Source: an optimization exercise on an open RTL-to-GDS flow (aim: small area, a short achievable clock period and few clock cycles). Production flows keep margins and buffers that such runs may drop. Only simulation tests tie the RTL to the original design; equivalence was not proved. Power is estimated from default activity; no workload was simulated.

==> v4: inputs <==
// cpu
module cpu(
    input  wire        clk_in,
    input  wire        rst_in,
    input  wire        rdy_in,
    input  wire [ 7:0] mem_din,
    output wire [ 7:0] mem_dout,
    output wire [31:0] mem_a,
    output wire        mem_wr,
    input  wire        io_buffer_full,
    output wire [31:0] dbgreg_dout
);
wire clk = clk_in;
wire rst_n = rst_in | ~rdy_in;    
reg  rst;
always @(posedge clk) rst <= rst_n;
assign dbgreg_dout = 32'h0;
reg  [1:0] ph;
reg  [2:0] clrc;                  
wire       clr = (clrc != 3'd0);
always @(posedge clk) begin
    if (rst) begin
        ph   <= 2'd0;
        clrc <= 3'd4;
    end else begin
        ph <= ph + 2'd1;
        if (clr) clrc <= clrc - 3'd1;
    end
end
wire p0 = (ph == 2'd0);
wire p1 = (ph == 2'd1);
wire p2 = (ph == 2'd2);
wire p3 = (ph == 2'd3);
reg  [31:0] FB;           
reg         fbh;          
reg  [2:0]  fbi;          
reg  [15:0] FA;           
reg         rq_ok;        
  ...
Settings: LEC_CHECK=0, CAP_MARGIN=20, CORE_MARGIN=2, CORE_UTILIZATION=40, SLEW_MARGIN=20; clock period 12.0 ns.
run.sh (not shown) runs the stock make flow with config.mk's settings and CLKGATE_MAP_FILE= SYNTH_SCRIPT=/design/flow/synth_recipe.tcl, a recipe that flattens the netlist after the stock synthesis.
==> inputs of v22, as changes to v4 <==
--- a/flow/design.v
+++ b/flow/design.v
@@ -23,36 +23,41 @@
         clrc <= 3'd4;
     end else begin
         ph <= ph + 2'd1;
         if (clr) clrc <= clrc - 3'd1;
     end
 end
-wire p0 = (ph == 2'd0);
-wire p1 = (ph == 2'd1);
-wire p2 = (ph == 2'd2);
-wire p3 = (ph == 2'd3);
+reg  [3:0] P;                     
+always @(posedge clk) P <= rst ? 4'b0001 : {P[2:0], P[3]};
+wire p0 = P[0];
+wire p1 = P[1];
+wire p2 = P[2];
+wire p3 = P[3];
 reg  [31:0] FB;           
 reg         fbh;          
 reg  [2:0]  fbi;          
 reg  [15:0] FA;           
 reg         rq_ok;        
 reg  [1:0]  rq_b;         
 reg         fa_ok;        
 reg  [1:0]  fa_b;         
-reg         tgtu;         
 reg         rbt;          
-reg         rbn;          
-reg         rbf;          
+reg         BV;
+reg  [5:0]  BTAG;
+reg  [15:0] BTGT;
+reg         s_hit;        
+reg         fbp;          
+reg         irp;          
 reg  [31:0] IR;           
 reg         XV;           
 reg         XF;           
 reg  [29:0] XPC;          
-reg dLUI, dAUIPC, dJAL, dJALR, dBR, dLD, dST, dSLT, dSR, dSLL, dSHF;
+reg dLUI, dAUIPC, dJAL, dJALR, dBR, dLD, dST, dSLT, dSR, dSLL, dSHF, dSR1;
 reg dXOR, dOR, dAND, dUseImm, dSub, dMulti, dBack, dWr1, dWr2, dSRA;
 reg dShOP, dBeq, dBltu, dBinv;    
-reg [31:1] OH1, OH2;      
+reg [4:0] RI1, RI2;
 reg [4:0] rotr;           
 reg [4:0] thr;            
 reg  [17:0] MA;           
 reg         MW;           
 reg  [7:0]  MD;           
 reg  [1:0]  mcnt;         
@@ -104,14 +109,14 @@
 reg  [7:0] rA, rB;
 integer k;
 always @(*) begin
     rA = 8'h00;
     rB = 8'h00;
     for (k = 1; k < 32; k = k + 1) begin
-        rA = rA | ({8{OH1[k]}} & rdf[k*8 +: 8]);
-        rB = rB | ({8{OH2[k]}} & rdf[k*8 +: 8]);
+        rA = rA | ({8{RI1 == k}} & rdf[k*8 +: 8]);
+        rB = rB | ({8{RI2 == k}} & rdf[k*8 +: 8]);
     end
 end
 wire [4:0] fo = FB[6:2];
 wire [2:0] ff3 = FB[14:12];
 wire fLUI   = (fo == 5'b01101);
 wire fAUIPC = (fo == 5'b00101);
@@ -124,22 +129,25 @@
 wire fOP    = (fo == 5'b01100);
 wire fALU   = fOP | fOPI;
 wire fSLT   = fALU & (ff3[2:1] == 2'b01);
 wire fSR    = fALU & (ff3 == 3'b101);
 wire fSLL   = fALU & (ff3 == 3'b001);
 wire fShOP  = fOP & (ff3[1:0] == 2'b01);          
-wire fMulti = fLD | fSLT | fSR | fShOP;
+wire fSR1   = fSR & fOPI & (FB[24:23] == 2'b00);    
+wire fMulti = fLD | fSLT | (fSR & ~fSR1) | fShOP;
 wire frdnz  = (FB[11:7] != 5'd0);
 function [7:0] immbyte;
     input [31:0] ins;
     input [1:0]  p;
     reg   [4:0]  o;
     reg   [31:0] im;
     begin
         o = ins[6:2];
         if (o == 5'b01101 || o == 5'b00101) im = {ins[31:12], 12'h0};
+        else if (o == 5'b11011)             im = {{12{ins[31]}}, ins[19:12], ins[20], ins[30:21], 1'b0};
+        else if (o == 5'b11000)             im = {{20{ins[31]}}, ins[7], ins[30:25], ins[11:8], 1'b0};
         else if (o == 5'b01000)             im = {{20{ins[31]}}, ins[31:25], ins[11:7]};
         else                                im = {{20{ins[31]}}, ins[31:20]};
         case (p)
             2'd0: immbyte = im[7:0];
             2'd1: immbyte = im[15:8];
             2'd2: immbyte = im[23:16];
@@ -163,17 +171,17 @@
 reg [7:0] wlo, whi;
 always @(*) begin
     case (rotr[4:3])
         2'd0: begin wlo = D3; whi = D2; end
         2'd1: begin wlo = D2; whi = D1; end
         2'd2: begin wlo = D1; whi = A;  end
-        default: begin wlo = A; whi = D3; end
+        default: begin wlo = A; whi = dSR1 ? rA : D3; end
     endcase
 end
 wire [15:0] wpair = {whi, wlo} >> rotr[2:0];
-wire        fillb = dSRA & sgn;
+wire        fillb = dSRA & (dSR1 ? A[7] : sgn);
 reg  [7:0]  shout;
 integer j;
 always @(*) begin
     for (j = 0; j < 8; j = j + 1) begin
         if (dSR) shout[j] = ({ph, j[2:0]} <= thr) ? wpair[j] : fillb;
         else     shout[j] = ({ph, j[2:0]} >= thr) ? wpair[j] : 1'b0;
@@ -193,87 +201,98 @@
     else if (dAND)            Y = A & Be;
     else                      Y = sum[7:0];
 end
 wire writer = (x0 & dWr1) | (x1 & dWr2);
 wire [1:0]  a1716 = rA[1:0] + {IR[31], IR[31]} + {1'b0, sum[8]};
 wire [17:0] daddr = {a1716, sum[7:0], D1};
-wire [29:0] immJ = {{12{IR[31]}}, IR[19:12], IR[20], IR[30:22]};        
-wire [29:0] immB = {{20{IR[31]}}, IR[7], IR[30:25], IR[11:9]};          
-wire [29:0] TA   = XPC + (dJAL ? immJ : immB);
+reg        pcy;
+wire [8:0] padd = {1'b0, PCB} + {1'b0, IMB} + {8'h00, ~p0 & pcy};
+always @(posedge clk) pcy <= padd[8];
+wire [1:0]  t1716 = XPC[15:14] + (dJAL ? IR[17:16] : {IR[31], IR[31]}) + {1'b0, padd[8]};
+wire [15:0] tgt16 = {t1716, padd[7:0], D1[7:2]};
+wire [29:0] TAR = {(dJALR ? sum[7:0] : padd[7:0]), D1, D2, D3[7:2]};    
 wire [29:0] XPC1 = XPC + 30'd1;
-wire [29:0] jtgt = {sum[7:0], D1, D2, D3[7:2]};
 wire mstart = x0 & (dLD | dST) & p1;
 wire mcont  = (mcnt != 2'd0);
 wire mbusy  = mstart | mcont | red_jalr;           
-wire red_jal  = x0 & dJAL & p0;
+wire tmatch  = (BTGT == TAR[15:0]);     
+wire red_jal  = x0 & dJAL & p1 & ~irp;            
 wire red_jalr = x0 & dJALR & p1;                   
-wire red_b    = (rbt | rbn) & ~red_jal;            
+wire red_b    = rbt;                               
 wire redir    = red_jal | red_b;
-wire flush    = red_jal | red_jalr | rbt | (rbn & rbf);
-wire [15:0] fa_red = red_jal ? TA[15:0] : (rbt ? XPC[15:0] : XPC1[15:0]);
+wire flush    = red_jal | red_jalr | rbt;
+wire [15:0] fa_red = red_jal ? tgt16 : XPC[15:0];
 wire arr     = fa_ok & ~flush;                     
 wire fbh_end = fbh | (arr & (fa_b == 2'd3));       
 wire xfer    = p3 & fbh & ~irbusy;                 
 wire [15:0] fa_e  = redir ? fa_red : FA;
-wire [2:0]  fbi_e = redir ? ((red_b & rbn & ~rbf) ? 3'd4 : 3'd0) : fbi;
+wire [2:0]  fbi_e = redir ? 3'd0 : fbi;
 wire        want  = (fbi_e != 3'd4) | (p1 & ~irbusy);
 wire        fiss  = want & ~mbusy;
 wire [1:0]  fidx  = (fbi_e == 3'd4) ? 2'd0 : fbi_e[1:0];
-wire        ovr   = x0 & dBack & ~tgtu & ~p3;
-wire        ovr3  = ovr & fiss & (fidx == 2'd3);
 always @(posedge clk) begin
     if (rst) begin
         fbh   <= 1'b0;
         fbi   <= 3'd0;
         FA    <= 16'h0;
         rq_ok <= 1'b0;
         fa_ok <= 1'b0;
-        tgtu  <= 1'b0;
+        s_hit <= 1'b0;
+        fbp   <= 1'b0;
     end else begin
+        if (flush | red_jalr) s_hit <= 1'b0;
+        else if (fiss & (fidx == 2'd0)) s_hit <= BV & (BTAG == fa_e[5:0]);
+        if (flush | red_jalr | xfer | redir) fbp <= 1'b0;
+        else if (fiss & (fidx == 2'd3)) fbp <= s_hit;
         fa_ok <= rq_ok & ~flush;
         fa_b  <= rq_b;
         rq_ok <= fiss | red_jalr;
         rq_b  <= red_jalr ? 2'd0 : fidx;
         if (red_jalr) begin
             FA  <= daddr[17:2];
             fbi <= 3'd1;
         end else if (fiss) begin
             if (fidx == 2'd3) begin
-                FA  <= ovr3 ? TA[15:0] : FA + 16'd1;
+                FA  <= s_hit ? BTGT : FA + 16'd1;
                 fbi <= 3'd4;
             end else begin
                 FA  <= fa_e;
                 fbi <= {1'b0, fidx} + 3'd1;
             end
         end else begin
             FA  <= fa_e;
             fbi <= (xfer & (fbi_e == 3'd4) & ~redir) ? 3'd0 : fbi_e;
         end
         if (flush) fbh <= 1'b0;
         else if (xfer) fbh <= 1'b0;
         else fbh <= fbh_end;
-        if (xfer | redir | red_jalr) tgtu <= 1'b0;
-        else if (ovr3) tgtu <= 1'b1;
     end
 end
 always @(posedge clk) if (arr) FB[fa_b*8 +: 8] <= mem_din;
 wire brt    = x0 & dBR & taken;
-wire squash = brt | (x0 & (dJAL | dJALR));
-wire [29:0] xpc_n = (dJAL | (dBR & taken)) ? TA : (dJALR ? jtgt : XPC1);
+wire pok    = irp & tmatch & (dJAL | (dBR & taken));       
+wire squash = x0 & (irp ? ~pok : ((dBR & taken) | dJAL | dJALR));
+wire skip1  = dBR & taken & ~irp & ~fbp & fbh & (IR[31:25] == 7'd0) & (IR[11:7] == 5'b01000);
+wire btb_ins   = x0 & p3 & (dJAL | (dBR & taken & dBack)) & ~pok & ~fbp;
+wire [29:0] xpc_n = (dJAL | dJALR | (dBR & taken)) ? TAR : XPC1;
 always @(posedge clk) begin
     if (rst) begin
         XV  <= 1'b0;
         XF  <= 1'b0;
         XPC <= 30'h0;
         rbt <= 1'b0;
-        rbn <= 1'b0;
-        rbf <= 1'b0;
+        BV  <= 1'b0;
     end else begin
-        rbt <= p3 & brt & ~(fbh & tgtu);
-        rbn <= p3 & x0 & dBR & ~taken & tgtu;
-        rbf <= fbh;
+        rbt <= p3 & x0 & (irp ? (~pok & ~dJALR) : (dBR & taken & ~skip1));
+        if (btb_ins) begin
+            BV   <= 1'b1;
+            BTAG <= XPC[5:0];
+            BTGT <= TAR[15:0];
+        end else if (p3 & x0 & irp & ~pok) begin
+            BV   <= 1'b0;
+        end
         if (p3) begin
             if (irbusy) begin
                 XF <= 1'b1;
             end else begin
                 XV <= fbh & ~squash;
                 XF <= 1'b0;
@@ -282,21 +301,23 @@
         end
     end
 end
 always @(posedge clk) begin
     if (p3 & ~irbusy & fbh) begin
         IR      <= FB;
+        irp     <= fbp;
         dLUI    <= fLUI;
         dAUIPC  <= fAUIPC;
         dJAL    <= fJAL;
         dJALR   <= fJALR;
         dBR     <= fBR;
         dLD     <= fLD;
         dST     <= fST;
         dSLT    <= fSLT;
         dSR     <= fSR;
+        dSR1    <= fSR1;
         dSLL    <= fSLL;
         dSHF    <= fSR | fSLL;
         dSRA    <= FB[30];
         dXOR    <= fALU & (ff3 == 3'b100);
         dOR     <= fALU & (ff3 == 3'b110);
         dAND    <= fALU & (ff3 == 3'b111);
@@ -332,28 +353,26 @@
     end else begin
         ri1 = IR[19:15];
         ri2 = IR[24:20];
     end
 end
 always @(posedge clk) begin
-    for (k = 1; k < 32; k = k + 1) begin
-        OH1[k] <= (ri1 == k);
-        OH2[k] <= (ri2 == k);
-    end
+    RI1 <= ri1; RI2 <= ri2;
 end
 always @(posedge clk) begin
     A   <= rA;
     B   <= rB;
     IMB <= rsel_fb ? immbyte(FB, 2'd0) : immbyte(IR, ph + 2'd1);
-    PCB <= p3 ? {(x0 ? XPC1[5:0] : XPC[5:0]), 2'b00} :
+    PCB <= p3 ? {(x0 ? (irp ? TAR[5:0] : XPC1[5:0]) : XPC[5:0]), 2'b00} :
            p0 ? XPC[13:6] : p1 ? XPC[21:14] : XPC[29:22];
     SD  <= B;
     D2  <= D1;
     D3  <= D2;
     if (ldin)       D1 <= mem_din;
     else if (dSHF)  D1 <= A;
+    else if (dBR | dJAL) D1 <= padd[7:0];
     else            D1 <= sum[7:0];
     cy  <= sum[8];
     lcy <= lk[8];
     eqa <= eqn;
     if (x0 & p3) begin
         sflag <= dSLT & (f3[0] ? ltu : lts);
==> flow/flow/run.sh (new file) <==
#!/bin/bash
# Standard ORFS layout (the standard.sh, unchanged synthesis), with choices
# of our own for how the layout is made:
#  - ports are buffered with buf_4 instead of the default delay buffer;
#  - repair_timing aims for 8.3 ns of setup slack at the design's clock, so that
#    the resizer keeps improving paths well beyond the required period;
#  - clock tree: larger sink clusters, clkbuf_16 only;
#  - ABC maps for area (the resizer then fixes the timing).
set -euo pipefail
export SETUP_SLACK_MARGIN=8.3
export ABC_AREA=1
export BUFFER_PORTS_ARGS="-buffer_cell sky130_fd_sc_hd__buf_4"
export CTS_CLUSTER_SIZE=30
export CTS_CLUSTER_DIAMETER=80
export CTS_BUF_LIST=sky130_fd_sc_hd__clkbuf_16
bash standard.sh > run_standard.log 2>&1
==> flow/standard.sh (new file) <==
#!/bin/bash
# synth_recipe.tcl (not shown) runs the flow's synth.tcl, then flattens the netlist and writes it again
# the make line also repeats each setting of config.mk as NAME=value (left out here)
make -C /OpenROAD-flow-scripts/flow DESIGN_CONFIG=/design/flow/config.mk WORK_HOME=/design/flow/orfs CLKGATE_MAP_FILE= SYNTH_SCRIPT=/design/flow/synth_recipe.tcl "${@:-finish}"
removed: flow/run.sh
==> run summary <==
Of v4 and v22, v4 has the higher first-iteration DRC count (gap about 15%, measured against v22).
Against v4, the cell count of v22 is larger by 7.2%.
Of v4 and v22, v22 has the higher synthesized cell count (gap about 10%, measured against v22).
Non-clock buffer count: v22 is higher than v4 (7).
==> figures <==
Outcome: v4 timing/DRC/antenna clean; v22 timing/DRC/antenna clean
Global-route wire length before repair: v4 220 mm; v22 214 mm
Worst skew pair latency: v4 0.76 ns; v22 0.73 ns
Internal Pwr Total: v4 6940 uW; v22 5640 uW
Total Die Area: v4 0.118 mm2; v22 0.114 mm2
Ratio of total power to cell area: v4 169 mW/mm2; v22 154 mW/mm2
Detailed-routing iteration count for the pre-antenna-repair pass: v4 7; v22 6
Net switching fraction of the power: v4 21.4%; v22 24.3%
Met3 Track Usage GR: v4 6.54%; v22 3.24%
Least-Margin Pin Slew: v4 1.20 ns; v22 1.27 ns
Testbench counts of v4, summed over its fixed seeds: cycles 227,676.
Testbench counts of v22, summed over its fixed seeds: cycles 208,292.


==> inputs of run a <==
cpu, a different RTL version from the one above (not shown whole).
Design cpu, start of the top module:
module cpu(
    input  wire        clk_in,
    input  wire        rst_in,
    input  wire        rdy_in,
    input  wire [ 7:0] mem_din,
    output wire [ 7:0] mem_dout,
    output wire [31:0] mem_a,
    output wire        mem_wr,
    input  wire        io_buffer_full,
    output wire [31:0] dbgreg_dout
);
wire clk = clk_in;
wire rst_n = rst_in | ~rdy_in;    
reg  rst;
always @(posedge clk) rst <= rst_n;
assign dbgreg_dout = 32'h0;
reg  [1:0] ph;
reg  [2:0] clrc;                  
wire       clr = (clrc != 3'd0);
always @(posedge clk) begin
    if (rst) begin
        ph   <= 2'd0;
        clrc <= 3'd4;
    end else begin
        ph <= ph + 2'd1;
        if (clr) clrc <= clrc - 3'd1;
    end
end
reg  [3:0] P;                     
always @(posedge clk) P <= rst ? 4'b0001 : {P[2:0], P[3]};
wire p0 = P[0];
wire p1 = P[1];
wire p2 = P[2];
wire p3 = P[3];
reg  [31:0] FB;           
reg         fbh;          
reg  [2:0]  fbi;          
reg  [15:0] FA;           
reg         rq_ok;        
reg  [1:0]  rq_b;         
reg         fa_ok;        
reg  [1:0]  fa_b;         
reg         tgtu;         
reg         tpend;        
reg         rbt;          
reg         rbn;          
reg         rbf;          
reg  [31:0] IR;           
  ...
export LEC_CHECK = 0
export CAP_MARGIN = 20
export CORE_MARGIN = 2
export CORE_UTILIZATION = 40
export SLEW_MARGIN = 20
create_clock -name core_clock -period 12.0 [get_ports {clk_in}]
standard.sh (not shown) runs the stock make flow with config.mk's settings and CLKGATE_MAP_FILE= SYNTH_SCRIPT=/design/flow/synth_recipe.tcl, a recipe that flattens the netlist after the stock synthesis.
==> flow/flow/run.sh <==
#!/bin/bash
# Standard ORFS layout (the standard.sh, unchanged synthesis), with two
# placement/repair choices of our own:
#  - ports are buffered with buf_4 instead of the default delay buffer;
#  - repair_timing aims for 8 ns of setup slack at the design's clock, so that
#    the resizer keeps improving paths well beyond the required period.
set -euo pipefail
export SETUP_SLACK_MARGIN=8
export BUFFER_PORTS_ARGS="-buffer_cell sky130_fd_sc_hd__buf_4"
bash standard.sh > run_standard.log 2>&1
==> inputs of run b, as changes to run a <==
--- a/flow/design.v
+++ b/flow/design.v
@@ -39,24 +39,30 @@
 reg         rq_ok;        
 reg  [1:0]  rq_b;         
 reg         fa_ok;        
 reg  [1:0]  fa_b;         
 reg         tgtu;         
 reg         tpend;        
 reg         rbt;          
+reg         BV;
+reg  [5:0]  BTAG;
+reg  [15:0] BTGT;
+reg         s_hit;        
+reg         fbp;          
+reg         irp;          
 reg         rbn;          
 reg         rbf;          
 reg  [31:0] IR;           
 reg         XV;           
 reg         XF;           
 reg  [29:0] XPC;          
 reg dLUI, dAUIPC, dJAL, dJALR, dBR, dLD, dST, dSLT, dSR, dSLL, dSHF;
 reg dXOR, dOR, dAND, dUseImm, dSub, dMulti, dBack, dWr1, dWr2, dSRA;
 reg dShOP, dBeq, dBltu, dBinv;    
-reg [31:1] OH1, OH2;      
+reg [4:0] RI1, RI2;
 reg [4:0] rotr;           
 reg [4:0] thr;            
 reg  [17:0] MA;           
 reg         MW;           
 reg  [7:0]  MD;           
 reg  [1:0]  mcnt;         
 reg         mst;          
@@ -106,16 +112,16 @@
 wire       rsel_fb = p3 & ~irbusy;
 reg  [7:0] rA, rB;
 integer k;
 always @(*) begin
     rA = 8'h00;
     rB = 8'h00;
     for (k = 1; k < 32; k = k + 1) begin
-        rA = rA | ({8{OH1[k]}} & rdf[k*8 +: 8]);
-        rB = rB | ({8{OH2[k]}} & rdf[k*8 +: 8]);
+        rA = rA | ({8{RI1 == k}} & rdf[k*8 +: 8]);
+        rB = rB | ({8{RI2 == k}} & rdf[k*8 +: 8]);
     end
 end
 wire [4:0] fo = FB[6:2];
 wire [2:0] ff3 = FB[14:12];
 wire fLUI   = (fo == 5'b01101);
 wire fAUIPC = (fo == 5'b00101);
 wire fJAL   = (fo == 5'b11011);
@@ -197,57 +203,63 @@
     else                      Y = sum[7:0];
 end
 wire writer = (x0 & dWr1) | (x1 & dWr2);
 wire [1:0]  a1716 = rA[1:0] + {IR[31], IR[31]} + {1'b0, sum[8]};
 wire [17:0] daddr = {a1716, sum[7:0], D1};
 wire [29:0] immJ = {{12{IR[31]}}, IR[19:12], IR[20], IR[30:22]};        
 wire [29:0] immB = {{20{IR[31]}}, IR[7], IR[30:25], IR[11:9]};          
-reg  [29:0] TAR;          
-always @(posedge clk) TAR <= XPC + (dJAL ? immJ : immB);
+wire [29:0] TAR = XPC + (dJAL ? immJ : immB);    
 wire [29:0] XPC1 = XPC + 30'd1;
 wire [29:0] jtgt = {sum[7:0], D1, D2, D3[7:2]};
 wire mstart = x0 & (dLD | dST) & p1;
 wire mcont  = (mcnt != 2'd0);
 wire mbusy  = mstart | mcont | red_jalr;           
-wire red_jal  = x0 & dJAL & p1;
+wire tmatch   = (BTGT == TAR[15:0]);
+wire red_jal  = x0 & dJAL & p1 & ~(irp & tmatch);
 wire red_jalr = x0 & dJALR & p1;                   
 wire red_b    = rbt | rbn;                         
 wire redir    = red_jal | red_b;
 wire flush    = red_jal | red_jalr | rbt | (rbn & rbf);
 wire [15:0] fa_red = red_jal ? TAR[15:0] : (rbt ? XPC[15:0] : XPC1[15:0]);
 wire arr     = fa_ok & ~flush;                     
 wire fbh_end = fbh | (arr & (fa_b == 2'd3));       
 wire xfer    = p3 & fbh & ~irbusy;                 
 wire [15:0] fa_e  = redir ? fa_red : (usetgt ? TAR[15:0] : FA);
 wire [2:0]  fbi_e = redir ? ((red_b & rbn & ~rbf) ? 3'd4 : 3'd0) : fbi;
 wire        usetgt = tpend & p1 & ~redir;
 wire        want  = (fbi_e != 3'd4) | (p1 & ~irbusy);
 wire        fiss  = want & ~mbusy;
 wire [1:0]  fidx  = (fbi_e == 3'd4) ? 2'd0 : fbi_e[1:0];
-wire        ovr3  = x0 & dBack & ~tgtu & ~tpend & ~p3 & fiss & (fidx == 2'd3);
+wire        ovr3  = x0 & dBack & ~irp & ~tgtu & ~tpend & ~p3 & fiss & (fidx == 2'd3);
 always @(posedge clk) begin
     if (rst) begin
         fbh   <= 1'b0;
         fbi   <= 3'd0;
         FA    <= 16'h0;
         rq_ok <= 1'b0;
         fa_ok <= 1'b0;
         tgtu  <= 1'b0;
         tpend <= 1'b0;
+        s_hit <= 1'b0;
+        fbp   <= 1'b0;
     end else begin
+        if (flush | red_jalr) s_hit <= 1'b0;
+        else if (fiss & (fidx == 2'd0)) s_hit <= BV & (BTAG == fa_e[5:0]);
+        if (flush | red_jalr | xfer | redir | (usetgt & fiss)) fbp <= 1'b0;
+        else if (fiss & (fidx == 2'd3)) fbp <= s_hit;
         fa_ok <= rq_ok & ~flush;
         fa_b  <= rq_b;
         rq_ok <= fiss | red_jalr;
         rq_b  <= red_jalr ? 2'd0 : fidx;
         if (red_jalr) begin
             FA  <= daddr[17:2];
             fbi <= 3'd1;
         end else if (fiss) begin
             if (fidx == 2'd3) begin
-                FA  <= FA + 16'd1;
+                FA  <= s_hit ? BTGT : FA + 16'd1;
                 fbi <= 3'd4;
             end else begin
                 FA  <= fa_e;
                 fbi <= {1'b0, fidx} + 3'd1;
             end
         end else begin
             FA  <= fa_e;
@@ -260,42 +272,54 @@
         else if (usetgt & fiss) tgtu <= 1'b1;
         if (xfer | redir | red_jalr | p3 | (usetgt & fiss) | p1) tpend <= 1'b0;
         else if (ovr3) tpend <= 1'b1;
     end
 end
 always @(posedge clk) if (arr) FB[fa_b*8 +: 8] <= mem_din;
 wire brt    = x0 & dBR & taken;
-wire squash = brt | (x0 & (dJAL | dJALR));
+wire pok    = irp & tmatch & (dJAL | (dBR & taken));       
+wire squash = x0 & (irp ? ~pok : ((dBR & taken) | dJAL | dJALR));
+wire btb_ins   = x0 & p3 & (dJAL | (dBR & taken & dBack)) & ~pok & ~fbp;
 wire [29:0] xpc_n = (dJAL | (dBR & taken)) ? TAR : (dJALR ? jtgt : XPC1);
 always @(posedge clk) begin
     if (rst) begin
         XV  <= 1'b0;
         XF  <= 1'b0;
         XPC <= 30'h0;
         rbt <= 1'b0;
         rbn <= 1'b0;
         rbf <= 1'b0;
+        BV  <= 1'b0;
     end else begin
-        rbt <= p3 & brt & ~(fbh & tgtu);
-        rbn <= p3 & x0 & dBR & ~taken & tgtu;
+        rbt <= p3 & x0 & (irp ? (~pok & ~dJAL & ~dJALR) : (dBR & taken & ~(fbh & tgtu)));
+        rbn <= p3 & x0 & dBR & ~taken & tgtu & ~irp;
+        if (btb_ins) begin
+            BV   <= 1'b1;
+            BTAG <= XPC[5:0];
+            BTGT <= TAR[15:0];
+        end else if (p3 & x0 & irp & ~pok) begin
+            BV   <= 1'b0;
+        end
         rbf <= fbh;
         if (p3) begin
             if (irbusy) begin
                 XF <= 1'b1;
             end else begin
                 XV <= fbh & ~squash;
                 XF <= 1'b0;
             end
             if (x0) XPC <= xpc_n;
         end
     end
 end
 always @(posedge clk) begin
+    if (rbn) irp <= 1'b0;                       
     if (p3 & ~irbusy & fbh) begin
         IR      <= FB;
+        irp     <= fbp & ~rbn;
         dLUI    <= fLUI;
         dAUIPC  <= fAUIPC;
         dJAL    <= fJAL;
         dJALR   <= fJALR;
         dBR     <= fBR;
         dLD     <= fLD;
         dST     <= fST;
@@ -338,24 +362,21 @@
         ri2 = FB[24:20];
     end else begin
         ri1 = IR[19:15];
         ri2 = IR[24:20];
     end
 end
 always @(posedge clk) begin
-    for (k = 1; k < 32; k = k + 1) begin
-        OH1[k] <= (ri1 == k);
-        OH2[k] <= (ri2 == k);
-    end
+    RI1 <= ri1; RI2 <= ri2;
 end
 always @(posedge clk) begin
     A   <= rA;
     B   <= rB;
     IMB <= rsel_fb ? immbyte(FB, 2'd0) : immbyte(IR, ph + 2'd1);
-    PCB <= p3 ? {(x0 ? XPC1[5:0] : XPC[5:0]), 2'b00} :
+    PCB <= p3 ? {(x0 ? (irp ? TAR[5:0] : XPC1[5:0]) : XPC[5:0]), 2'b00} :
            p0 ? XPC[13:6] : p1 ? XPC[21:14] : XPC[29:22];
     SD  <= B;
     D2  <= D1;
     D3  <= D2;
     if (ldin)       D1 <= mem_din;
     else if (dSHF)  D1 <= A;
     else            D1 <= sum[7:0];
==> flow/flow/run.sh (replaced) <==
#!/bin/bash
# Standard ORFS layout (the standard.sh, unchanged synthesis), with choices
# of our own for how the layout is made:
#  - ports are buffered with buf_4 instead of the default delay buffer;
#  - repair_timing aims for 8.3 ns of setup slack at the design's clock, so that
#    the resizer keeps improving paths well beyond the required period;
#  - clock tree: larger sink clusters, clkbuf_16 only.
set -euo pipefail
export SETUP_SLACK_MARGIN=8.3
export BUFFER_PORTS_ARGS="-buffer_cell sky130_fd_sc_hd__buf_4"
export CTS_CLUSTER_SIZE=30
export CTS_CLUSTER_DIAMETER=80
export CTS_BUF_LIST=sky130_fd_sc_hd__clkbuf_16
bash standard.sh > run_standard.log 2>&1
==> inputs of run c, as changes to run a <==
--- a/flow/design.v
+++ b/flow/design.v
@@ -36,27 +36,29 @@
 reg         fbh;          
 reg  [2:0]  fbi;          
 reg  [15:0] FA;           
 reg         rq_ok;        
 reg  [1:0]  rq_b;         
 reg         fa_ok;        
 reg  [1:0]  fa_b;         
-reg         tgtu;         
-reg         tpend;        
 reg         rbt;          
-reg         rbn;          
-reg         rbf;          
+reg         BV;
+reg  [5:0]  BTAG;
+reg  [15:0] BTGT;
+reg         s_hit;        
+reg         fbp;          
+reg         irp;          
 reg  [31:0] IR;           
 reg         XV;           
 reg         XF;           
 reg  [29:0] XPC;          
-reg dLUI, dAUIPC, dJAL, dJALR, dBR, dLD, dST, dSLT, dSR, dSLL, dSHF;
+reg dLUI, dAUIPC, dJAL, dJALR, dBR, dLD, dST, dSLT, dSR, dSLL, dSHF, dSR1;
 reg dXOR, dOR, dAND, dUseImm, dSub, dMulti, dBack, dWr1, dWr2, dSRA;
 reg dShOP, dBeq, dBltu, dBinv;    
-reg [31:1] OH1, OH2;      
+reg [4:0] RI1, RI2;
 reg [4:0] rotr;           
 reg [4:0] thr;            
 reg  [17:0] MA;           
 reg         MW;           
 reg  [7:0]  MD;           
 reg  [1:0]  mcnt;         
 reg         mst;          
@@ -106,16 +108,16 @@
 wire       rsel_fb = p3 & ~irbusy;
 reg  [7:0] rA, rB;
 integer k;
 always @(*) begin
     rA = 8'h00;
     rB = 8'h00;
     for (k = 1; k < 32; k = k + 1) begin
-        rA = rA | ({8{OH1[k]}} & rdf[k*8 +: 8]);
-        rB = rB | ({8{OH2[k]}} & rdf[k*8 +: 8]);
+        rA = rA | ({8{RI1 == k}} & rdf[k*8 +: 8]);
+        rB = rB | ({8{RI2 == k}} & rdf[k*8 +: 8]);
     end
 end
 wire [4:0] fo = FB[6:2];
 wire [2:0] ff3 = FB[14:12];
 wire fLUI   = (fo == 5'b01101);
 wire fAUIPC = (fo == 5'b00101);
 wire fJAL   = (fo == 5'b11011);
@@ -126,15 +128,16 @@
 wire fOPI   = (fo == 5'b00100);
 wire fOP    = (fo == 5'b01100);
 wire fALU   = fOP | fOPI;
 wire fSLT   = fALU & (ff3[2:1] == 2'b01);
 wire fSR    = fALU & (ff3 == 3'b101);
 wire fSLL   = fALU & (ff3 == 3'b001);
 wire fShOP  = fOP & (ff3[1:0] == 2'b01);          
-wire fMulti = fLD | fSLT | fSR | fShOP;
+wire fSR1   = fSR & fOPI & (FB[24:23] == 2'b00);    
+wire fMulti = fLD | fSLT | (fSR & ~fSR1) | fShOP;
 wire frdnz  = (FB[11:7] != 5'd0);
 function [7:0] immbyte;
     input [31:0] ins;
     input [1:0]  p;
     reg   [4:0]  o;
     reg   [31:0] im;
     begin
@@ -165,19 +168,19 @@
 wire [8:0] lk = {1'b0, PCB} + (p0 ? 9'd4 : {8'h00, lcy});
 reg [7:0] wlo, whi;
 always @(*) begin
     case (rotr[4:3])
         2'd0: begin wlo = D3; whi = D2; end
         2'd1: begin wlo = D2; whi = D1; end
         2'd2: begin wlo = D1; whi = A;  end
-        default: begin wlo = A; whi = D3; end
+        default: begin wlo = A; whi = dSR1 ? rA : D3; end
     endcase
 end
 wire [15:0] wpair = {whi, wlo} >> rotr[2:0];
-wire        fillb = dSRA & sgn;
+wire        fillb = dSRA & (dSR1 ? A[7] : sgn);
 reg  [7:0]  shout;
 integer j;
 always @(*) begin
     for (j = 0; j < 8; j = j + 1) begin
         if (dSR) shout[j] = ({ph, j[2:0]} <= thr) ? wpair[j] : fillb;
         else     shout[j] = ({ph, j[2:0]} >= thr) ? wpair[j] : 1'b0;
     end
@@ -197,114 +200,122 @@
     else                      Y = sum[7:0];
 end
 wire writer = (x0 & dWr1) | (x1 & dWr2);
 wire [1:0]  a1716 = rA[1:0] + {IR[31], IR[31]} + {1'b0, sum[8]};
 wire [17:0] daddr = {a1716, sum[7:0], D1};
 wire [29:0] immJ = {{12{IR[31]}}, IR[19:12], IR[20], IR[30:22]};        
 wire [29:0] immB = {{20{IR[31]}}, IR[7], IR[30:25], IR[11:9]};          
-reg  [29:0] TAR;          
-always @(posedge clk) TAR <= XPC + (dJAL ? immJ : immB);
+wire [29:0] TAR = XPC + (dJAL ? immJ : immB);    
 wire [29:0] XPC1 = XPC + 30'd1;
 wire [29:0] jtgt = {sum[7:0], D1, D2, D3[7:2]};
 wire mstart = x0 & (dLD | dST) & p1;
 wire mcont  = (mcnt != 2'd0);
 wire mbusy  = mstart | mcont | red_jalr;           
-wire red_jal  = x0 & dJAL & p1;
+reg  tmatch;              
+always @(posedge clk) if (p0) tmatch <= (BTGT == TAR[15:0]);
+wire red_jal  = x0 & dJAL & p1 & ~(irp & tmatch);
 wire red_jalr = x0 & dJALR & p1;                   
-wire red_b    = rbt | rbn;                         
+wire red_b    = rbt;                               
 wire redir    = red_jal | red_b;
-wire flush    = red_jal | red_jalr | rbt | (rbn & rbf);
-wire [15:0] fa_red = red_jal ? TAR[15:0] : (rbt ? XPC[15:0] : XPC1[15:0]);
+wire flush    = red_jal | red_jalr | rbt;
+wire [15:0] fa_red = red_jal ? TAR[15:0] : XPC[15:0];
 wire arr     = fa_ok & ~flush;                     
 wire fbh_end = fbh | (arr & (fa_b == 2'd3));       
 wire xfer    = p3 & fbh & ~irbusy;                 
-wire [15:0] fa_e  = redir ? fa_red : (usetgt ? TAR[15:0] : FA);
-wire [2:0]  fbi_e = redir ? ((red_b & rbn & ~rbf) ? 3'd4 : 3'd0) : fbi;
-wire        usetgt = tpend & p1 & ~redir;
+wire [15:0] fa_e  = redir ? fa_red : FA;
+wire [2:0]  fbi_e = redir ? 3'd0 : fbi;
 wire        want  = (fbi_e != 3'd4) | (p1 & ~irbusy);
 wire        fiss  = want & ~mbusy;
 wire [1:0]  fidx  = (fbi_e == 3'd4) ? 2'd0 : fbi_e[1:0];
-wire        ovr3  = x0 & dBack & ~tgtu & ~tpend & ~p3 & fiss & (fidx == 2'd3);
 always @(posedge clk) begin
     if (rst) begin
         fbh   <= 1'b0;
         fbi   <= 3'd0;
         FA    <= 16'h0;
         rq_ok <= 1'b0;
         fa_ok <= 1'b0;
-        tgtu  <= 1'b0;
-        tpend <= 1'b0;
+        s_hit <= 1'b0;
+        fbp   <= 1'b0;
     end else begin
+        if (flush | red_jalr) s_hit <= 1'b0;
+        else if (fiss & (fidx == 2'd0)) s_hit <= BV & (BTAG == fa_e[5:0]);
+        if (flush | red_jalr | xfer | redir) fbp <= 1'b0;
+        else if (fiss & (fidx == 2'd3)) fbp <= s_hit;
         fa_ok <= rq_ok & ~flush;
         fa_b  <= rq_b;
         rq_ok <= fiss | red_jalr;
         rq_b  <= red_jalr ? 2'd0 : fidx;
         if (red_jalr) begin
             FA  <= daddr[17:2];
             fbi <= 3'd1;
         end else if (fiss) begin
             if (fidx == 2'd3) begin
-                FA  <= FA + 16'd1;
+                FA  <= s_hit ? BTGT : FA + 16'd1;
                 fbi <= 3'd4;
             end else begin
                 FA  <= fa_e;
                 fbi <= {1'b0, fidx} + 3'd1;
             end
         end else begin
             FA  <= fa_e;
             fbi <= (xfer & (fbi_e == 3'd4) & ~redir) ? 3'd0 : fbi_e;
         end
         if (flush) fbh <= 1'b0;
         else if (xfer) fbh <= 1'b0;
         else fbh <= fbh_end;
-        if (xfer | redir | red_jalr) tgtu <= 1'b0;
-        else if (usetgt & fiss) tgtu <= 1'b1;
-        if (xfer | redir | red_jalr | p3 | (usetgt & fiss) | p1) tpend <= 1'b0;
-        else if (ovr3) tpend <= 1'b1;
     end
 end
 always @(posedge clk) if (arr) FB[fa_b*8 +: 8] <= mem_din;
 wire brt    = x0 & dBR & taken;
-wire squash = brt | (x0 & (dJAL | dJALR));
+wire pok    = irp & tmatch & (dJAL | (dBR & taken));       
+wire squash = x0 & (irp ? ~pok : ((dBR & taken) | dJAL | dJALR));
+wire skip1  = dBR & taken & ~irp & ~fbp & fbh & (immB == 30'd2);
+wire btb_ins   = x0 & p3 & (dJAL | (dBR & taken & dBack)) & ~pok & ~fbp;
 wire [29:0] xpc_n = (dJAL | (dBR & taken)) ? TAR : (dJALR ? jtgt : XPC1);
 always @(posedge clk) begin
     if (rst) begin
         XV  <= 1'b0;
         XF  <= 1'b0;
         XPC <= 30'h0;
         rbt <= 1'b0;
-        rbn <= 1'b0;
-        rbf <= 1'b0;
+        BV  <= 1'b0;
     end else begin
-        rbt <= p3 & brt & ~(fbh & tgtu);
-        rbn <= p3 & x0 & dBR & ~taken & tgtu;
-        rbf <= fbh;
+        rbt <= p3 & x0 & (irp ? (~pok & ~dJAL & ~dJALR) : (dBR & taken & ~skip1));
+        if (btb_ins) begin
+            BV   <= 1'b1;
+            BTAG <= XPC[5:0];
+            BTGT <= TAR[15:0];
+        end else if (p3 & x0 & irp & ~pok) begin
+            BV   <= 1'b0;
+        end
         if (p3) begin
             if (irbusy) begin
                 XF <= 1'b1;
             end else begin
                 XV <= fbh & ~squash;
                 XF <= 1'b0;
             end
             if (x0) XPC <= xpc_n;
         end
     end
 end
 always @(posedge clk) begin
     if (p3 & ~irbusy & fbh) begin
         IR      <= FB;
+        irp     <= fbp;
         dLUI    <= fLUI;
         dAUIPC  <= fAUIPC;
         dJAL    <= fJAL;
         dJALR   <= fJALR;
         dBR     <= fBR;
         dLD     <= fLD;
         dST     <= fST;
         dSLT    <= fSLT;
         dSR     <= fSR;
+        dSR1    <= fSR1;
         dSLL    <= fSLL;
         dSHF    <= fSR | fSLL;
         dSRA    <= FB[30];
         dXOR    <= fALU & (ff3 == 3'b100);
         dOR     <= fALU & (ff3 == 3'b110);
         dAND    <= fALU & (ff3 == 3'b111);
         dUseImm <= fOPI | fLD | fST | fJALR | fLUI | fAUIPC;
@@ -338,24 +349,21 @@
         ri2 = FB[24:20];
     end else begin
         ri1 = IR[19:15];
         ri2 = IR[24:20];
     end
 end
 always @(posedge clk) begin
-    for (k = 1; k < 32; k = k + 1) begin
-        OH1[k] <= (ri1 == k);
-        OH2[k] <= (ri2 == k);
-    end
+    RI1 <= ri1; RI2 <= ri2;
 end
 always @(posedge clk) begin
     A   <= rA;
     B   <= rB;
     IMB <= rsel_fb ? immbyte(FB, 2'd0) : immbyte(IR, ph + 2'd1);
-    PCB <= p3 ? {(x0 ? XPC1[5:0] : XPC[5:0]), 2'b00} :
+    PCB <= p3 ? {(x0 ? (irp ? TAR[5:0] : XPC1[5:0]) : XPC[5:0]), 2'b00} :
            p0 ? XPC[13:6] : p1 ? XPC[21:14] : XPC[29:22];
     SD  <= B;
     D2  <= D1;
     D3  <= D2;
     if (ldin)       D1 <= mem_din;
     else if (dSHF)  D1 <= A;
     else            D1 <= sum[7:0];
==> flow/flow/run.sh (replaced) <==
#!/bin/bash
# Standard ORFS layout (the standard.sh, unchanged synthesis), with choices
# of our own for how the layout is made:
#  - ports are buffered with buf_4 instead of the default delay buffer;
#  - repair_timing aims for 8.3 ns of setup slack at the design's clock, so that
#    the resizer keeps improving paths well beyond the required period;
#  - clock tree: larger sink clusters, clkbuf_16 only;
#  - ABC maps for area (the resizer then fixes the timing).
set -euo pipefail
export SETUP_SLACK_MARGIN=8.3
export ABC_AREA=1
export BUFFER_PORTS_ARGS="-buffer_cell sky130_fd_sc_hd__buf_4"
export CTS_CLUSTER_SIZE=30
export CTS_CLUSTER_DIAMETER=80
export CTS_BUF_LIST=sky130_fd_sc_hd__clkbuf_16
bash standard.sh > run_standard.log 2>&1
==> results.cfg <==
[global_routing]
grt_pass1_wl_um = 223700

[status]
status = complete, no violations

[layout]
diodes = 6
buffer_area_frac = 0.03049
instances_no_fill = 5829

[logic_synthesis]
synth_edf_count = 121
synth_common_cells = dfxtp_1 (1187), nor2_1 (503), mux2i_1 (285)

[routing]
viasPerCell = 5.761

[power]
p_per_area_mw_per_mm2 = 139.0

[floorplanning]
start_util = 0.4024

[sta]
slew_headroom = 0.1555

[worst_setup_path]
r2r_cells = 25
# the run above: run b

==> results.cfg <==
[status]
status = complete, no violations

[routing]
top_layer_used = met5
viasPerCell = 5.594

[global_routing]
busiest_layer = met1
grt_pass1_wl_um = 225000

[layout]
drive_above_1_share = 0.09560
instances_no_fill = 5836
diodes = 4
buffers = 110

[logic_synthesis]
synth_common_cells = dfxtp_1 (1266), nor2_1 (479), mux2i_1 (313)

[floorplanning]
placement_rows = 124

[worst_setup_path]
r2r_cells = 13

[sta]
slew_headroom = 0.2011

[cts]
clockBufferDepth = 3

[power]
maxPowerGroup = sequential cells
# the run above: run a

==> results.cfg <==
[routing]
viasPerCell = 5.408
drtPass1Iterations = 6

[sta]
slew_headroom = 0.2916

[global_routing]
overflow = 0
grt_pass1_wl_um = 218300

[layout]
diodes = 1
multi_input_area_share = 0.3207
seq_cell_count = 1306
instances_no_fill = 6569
buffer_area_frac = 0.01784

[status]
status = complete, no violations

[power]
p_per_area_mw_per_mm2 = 145.9

[logic_synthesis]
synth_common_cells = dfxtp_1 (1183), nand2_1 (1036), o21ai_0 (555)
synth_edf_count = 123

[cts]
clkLatencyLatePin_ns = 0.73

[floorplanning]
start_util = 0.4026
# the run above: run c

Testbench counts of run a, summed over its fixed seeds: cycles 227,676.
Testbench counts of run b, summed over its fixed seeds: cycles 213,280.
Testbench counts of run c, summed over its fixed seeds: cycles 208,292.

## re-timing with driven ports
The results above use ideal ports. As a check the final layouts listed here were re-extracted and re-timed, cells and wires unchanged. Step 1 assumes that a clkbuf_16 drives the clock port and a buf_2 every other input. Step 2 moves the port delays by t, midway between the first and last clock arrival at a register: inputs arrive t later, outputs are due t later. That takes back most of the time a late clock gives input paths. Three values: no drivers, after step 1, after step 2; two values: the first two.
run | shift t [ns] | setup slack, ns | hold slack, ns | worst setup path after step 2 | worst data-port slew with drivers (ns)
v4 | 0.823 | 7.339 / 7.339 / 7.339 | 0.308 / 0.308 / 0.308 | register to register | 0.04
v22 | 0.768 | 8.266 / 8.266 / 8.266 | 0.304 / 0.304 / 0.304 | register to register | 0.06
run a | 0.813 | 8.097 / 8.097 / 8.097 | 0.297 / 0.297 / 0.297 | register to register | 0.03
run b | 0.772 | 6.374 / 6.374 / 6.374 | 0.305 / 0.305 / 0.305 | register to register | 0.03
run c | 0.776 | 8.266 / 8.259 / 8.266 | 0.309 / 0.309 / 0.309 | register to register | 0.03
After both steps every run listed still meets setup and hold.
